This design comes from an exercise in tuning for small area, a short achievable clock period and few clock cycles per item on the open sky130 flow, not from production work.
Where RTL was checked, it was by simulation tests only, not by an equivalence proof against the original.
Power is estimated from default activity; no workload was simulated.

// packet_parser
module packet_parser (
	input  logic         clk,
	input  logic         rst_n,       
	input  logic         s_tvalid,
	input  logic [7:0]   s_tdata,
	input  logic         s_tlast,
	output logic         s_tready,
	output logic         m_tvalid,
	input  logic         m_tready,
	output logic [367:0] m_tdata
	);
For scale: roughly 790 cells after synthesis, about 380 flip-flops, ~380 I/O pins, ~14,000 µm² of cells after synthesis.
==> flow/config.mk <==
export PLATFORM = sky130hd
export DESIGN_NAME = packet_parser
export DESIGN_NICKNAME = packet_parser
export VERILOG_FILES = /design/flow/design.v
export SDC_FILE = /design/flow/constraint.sdc
export NUM_CORES = 4
export LEC_CHECK = 0
export CAP_MARGIN = 20
export CORE_MARGIN = 2
export CORE_UTILIZATION = 40
export PLACE_DENSITY = 0.6
export SLEW_MARGIN = 20
==> flow/constraint.sdc <==
create_clock -name core_clock -period 13.5 [get_ports {clk}]
set_input_delay 2.7000 -clock core_clock [delete_from_list [all_inputs] [get_ports {clk}]]
set_output_delay 2.7000 -clock core_clock [all_outputs]
set_load 0.01 [all_outputs]
standard.sh (not shown) runs the stock make flow with config.mk's settings and CLKGATE_MAP_FILE= SYNTH_SCRIPT=/design/flow/synth_recipe.tcl, a recipe that flattens the netlist after the stock synthesis.
==> flow/flow/run.sh <==
#!/bin/bash
# Own layout flow: the standard synthesis and layout, with
#  - plain sky130 buffers on the ports instead of the delay buffer the
#    resizer picks by default;
#  - timing repair asked to reach a setup slack margin, so that it works on
#    the paths that set the achieved period (the constraints are unchanged).
set -euo pipefail
bash standard.sh synth > synth.log 2>&1
bash standard.sh finish \
  BUFFER_PORTS_ARGS="-buffer_cell sky130_fd_sc_hd__buf_1" \
  SETUP_SLACK_MARGIN=9.5 > layout.log 2>&1
==> next run, changes <==
CORE_UTILIZATION = 75   (was 40)
CTS_BUF_LIST = sky130_fd_sc_hd__clkbuf_4   (was unset)
CTS_CLUSTER_SIZE = 30   (was unset)
PLACE_DENSITY = 0.85   (was 0.6)
- Now the flow never finished: it broke off in 4_1_cts
- synthesized area does not change
- synthesized cell count stays the same
No run of this note included a check of the RTL's function; only the layout flow was run.

---

== run 1 ==
packet_parser, a different RTL version from the one above (not shown whole).
Size: roughly 750 cells after synthesis, about 14,000 um2 of cells after synthesis.
export LEC_CHECK = 0
export CAP_MARGIN = 20
export CORE_MARGIN = 2
export CORE_UTILIZATION = 70
export PLACE_DENSITY = 0.85
export SLEW_MARGIN = 20
create_clock -name core_clock -period 13.5 [get_ports {clk}]
==> flow/flow/run.sh <==
#!/bin/bash
# Own layout flow: the standard synthesis and layout, with
#  - plain sky130 buffers on the ports instead of the delay buffer the
#    resizer picks by default;
#  - a clock tree of fewer, larger sink clusters and no dummy loads;
#  - timing repair asked to reach a setup slack margin, so that it works on
#    the paths that set the achieved period (the constraints are unchanged).
set -euo pipefail
bash standard.sh synth > synth.log 2>&1
bash standard.sh finish \
  BUFFER_PORTS_ARGS="-buffer_cell sky130_fd_sc_hd__buf_1" \
  CTS_ARGS="-sink_clustering_enable -repair_clock_nets -sink_clustering_size 25 -sink_clustering_max_diameter 100 -buf_list sky130_fd_sc_hd__clkbuf_16 -dont_use_dummy_load" \
  SETUP_SLACK_MARGIN=9.5 > layout.log 2>&1
Testbench counts of run 1, summed over its fixed seeds: cycles 152,901, packets 320.
Modified inputs, run 2 compared to run 1
- a change of CORE_UTILIZATION from 70 to 65
- a change of PLACE_DENSITY from 0.85 to 0.8
-- flow/flow/run.sh --
<<< run 1, line 10
bash standard.sh finish \
  BUFFER_PORTS_ARGS="-buffer_cell sky130_fd_sc_hd__buf_1" \
  CTS_ARGS="-sink_clustering_enable -repair_clock_nets -sink_clustering_size 25 -sink_clustering_max_diameter 100 -buf_list sky130_fd_sc_hd__clkbuf_16 -dont_use_dummy_load" \
  SETUP_SLACK_MARGIN=9.5 > layout.log 2>&1
>>> run 2, line 10
bash standard.sh finish \
  BUFFER_PORTS_ARGS="-buffer_cell sky130_fd_sc_hd__buf_1" \
  CTS_ARGS="-sink_clustering_enable -repair_clock_nets -sink_clustering_size 30 -sink_clustering_max_diameter 100 -buf_list sky130_fd_sc_hd__clkbuf_16 -dont_use_dummy_load" \
  SETUP_SLACK_MARGIN=9.5 > layout.log 2>&1
==> comparison <==
Fraction of standard cell area that is sequential (lower): run 1
Placement-stage cell area: run 2 vs run 1, no meaningful difference
The run showing the smaller row count is run 1.
Going from run 1 to run 2, setup slack after layout went up; via count of the first global-routing pass went down; length of routed met2 wiring went down; wire length went down.
Run 2 completed end to end with timing, DRC and antenna clean.
### run 2 -> run 3
-- flow/flow/run.sh --
<<< run 2, line 11
  BUFFER_PORTS_ARGS="-buffer_cell sky130_fd_sc_hd__buf_1" \
  CTS_ARGS="-sink_clustering_enable -repair_clock_nets -sink_clustering_size 30 -sink_clustering_max_diameter 100 -buf_list sky130_fd_sc_hd__clkbuf_16 -dont_use_dummy_load" \
  SETUP_SLACK_MARGIN=9.5 > layout.log 2>&1
>>> run 3, line 11
  BUFFER_PORTS_ARGS="-buffer_cell sky130_fd_sc_hd__buf_1" \
  CTS_ARGS="-sink_clustering_enable -repair_clock_nets -sink_clustering_size 30 -sink_clustering_max_diameter 100 -buf_list sky130_fd_sc_hd__clkbuf_16 -dont_use_dummy_load" \
  SETUP_SLACK_MARGIN=9.8 > layout.log 2>&1
==> comparison <==
Run 3 completed end to end with timing, DRC and antenna clean.
Core utilization in run 3 is 15 points higher than in run 2
Compared run 3 vs run 2, and sequential share of layout area is down in run 3.
Post-route worst setup slack: run 3 < run 2
On run 3: clock power share is 1.9 points lower than what run 2 gave.
Relative to run 2, the final instance area measured on run 3 has increased by more than 10%.
Run 2 vs run 3, launch point of the critical path: ch[189]$_DFFE_PP_ vs ch[181]$_DFFE_PP_
Run 3 vs run 2: non-clock buffer count up by more than half
What run 3 reported for number of filler cells placed in the layout has to be multiplied by 1.8 to get the figure for run 2.
In run 3, the shortest clock period the worst path allows after layout came out 150 ps above the value in run 2.
[run 3 vs run 2] power: higher in run 3
The inputs of run 4 differ from those of run 3 as listed below.
-- flow/flow/run.sh --
<<< run 3, line 10
bash standard.sh finish \
  BUFFER_PORTS_ARGS="-buffer_cell sky130_fd_sc_hd__buf_1" \
  CTS_ARGS="-sink_clustering_enable -repair_clock_nets -sink_clustering_size 30 -sink_clustering_max_diameter 100 -buf_list sky130_fd_sc_hd__clkbuf_16 -dont_use_dummy_load" \
  SETUP_SLACK_MARGIN=9.8 > layout.log 2>&1
>>> run 4, line 10
bash standard.sh finish \
  BUFFER_PORTS_ARGS="-buffer_cell sky130_fd_sc_hd__buf_1" \
  CTS_ARGS="-sink_clustering_enable -repair_clock_nets -sink_clustering_size 30 -sink_clustering_max_diameter 60 -buf_list sky130_fd_sc_hd__clkbuf_16 -dont_use_dummy_load" \
  SETUP_SLACK_MARGIN=9.5 > layout.log 2>&1
==> comparison <==
Run 3 has completed all stages; timing, DRC and antenna checks passed. Per the final summary, run 4 finished and its layout is clean on timing, DRC and antenna. Per the comparison of run 4 with run 3, routed wire length per instance went down; period utilization went down; share of the final layout cell area in multi-input gates went up; number of buffers outside the clock class in the layout went down; clock network power went up.
Changes in run 5 relative to run 4:
-- flow/flow/run.sh --
<<< run 4, line 10
bash standard.sh finish \
  BUFFER_PORTS_ARGS="-buffer_cell sky130_fd_sc_hd__buf_1" \
  CTS_ARGS="-sink_clustering_enable -repair_clock_nets -sink_clustering_size 30 -sink_clustering_max_diameter 60 -buf_list sky130_fd_sc_hd__clkbuf_16 -dont_use_dummy_load" \
  SETUP_SLACK_MARGIN=9.5 > layout.log 2>&1
>>> run 5, line 10
bash standard.sh finish \
  BUFFER_PORTS_ARGS="-buffer_cell sky130_fd_sc_hd__buf_1" \
  CTS_ARGS="-sink_clustering_enable -repair_clock_nets -sink_clustering_size 30 -sink_clustering_max_diameter 100 -buf_list sky130_fd_sc_hd__clkbuf_16 -dont_use_dummy_load" \
  SETUP_SLACK_MARGIN=9.65 > layout.log 2>&1
## What came out
- Every stage of the flow completed for run 4, and the final layout passed the timing, DRC and antenna checks.
- Run 5 went all the way through the flow, and no timing, DRC or antenna check failed.
- Run 5 — clock-cell share of area 1.3 points lower, run 4 as reference
- Going from run 4 to run 5, overall routing resource usage went up 0.47 points; final cell count saw an increase; highest cell delay on the worst timing path lost 50 ps.
- A most common cell after layout, fill and taps aside of sky130_fd_sc_hd__buf_1 is what run 4 shows, while sky130_fd_sc_hd__edfxtp_1 belongs to run 5.
- The setup slack of run 5 exceeds that of run 4 by 66 ps.

-- static timing again, ports no longer ideal --
In the flow no input, the clock included, has a driving cell. The finished layouts below were timed again as built, in two steps. Step 1 (the two cells are an assumption about what drives the block):
set clk [get_ports {clk}]
set_driving_cell -lib_cell sky130_fd_sc_hd__clkbuf_16 $clk
set_driving_cell -lib_cell sky130_fd_sc_hd__buf_2 [delete_from_list [all_inputs] $clk]
Step 2, shift: input delay + t, output delay - t, t = (earliest + latest rising clock arrival at the registers) / 2. This alone moves slack from input paths to output paths. a / b / c = no drivers / after step 1 / after step 2; a / b = the first two.
run | shift t [ns] | setup WS [ns] | clock arrival spread, ns | worst register clock-pin slew, ns | worst slew at a driven data input, ns
the first run of note 1 | 0.595 | 9.530 / 9.477 / 9.330 | 0.022 / 0.021 | 0.06 / 0.06 | 0.04
run 1 | 0.536 | 9.542 / 9.495 / 9.483 | 0.061 / 0.061 | 0.10 / 0.10 | 0.03
run 2 | 0.545 | 9.562 / 9.512 / 9.541 | 0.051 / 0.051 | 0.12 / 0.12 | 0.03
run 3 | 0.553 | 9.408 / 9.361 / 9.462 | 0.065 / 0.066 | 0.12 / 0.12 | 0.03
run 4 | 0.561 | 9.550 / 9.503 / 9.563 | 0.076 / 0.076 | 0.10 / 0.10 | 0.03
run 5 | 0.547 | 9.616 / 9.564 / 9.532 | 0.052 / 0.052 | 0.12 / 0.12 | 0.03
After both steps setup and hold are still met in every run listed. For the first run of note 1, which loses most, drivers alone change the setup slack by -0.053 ns; drivers and shift together by -0.200 ns.
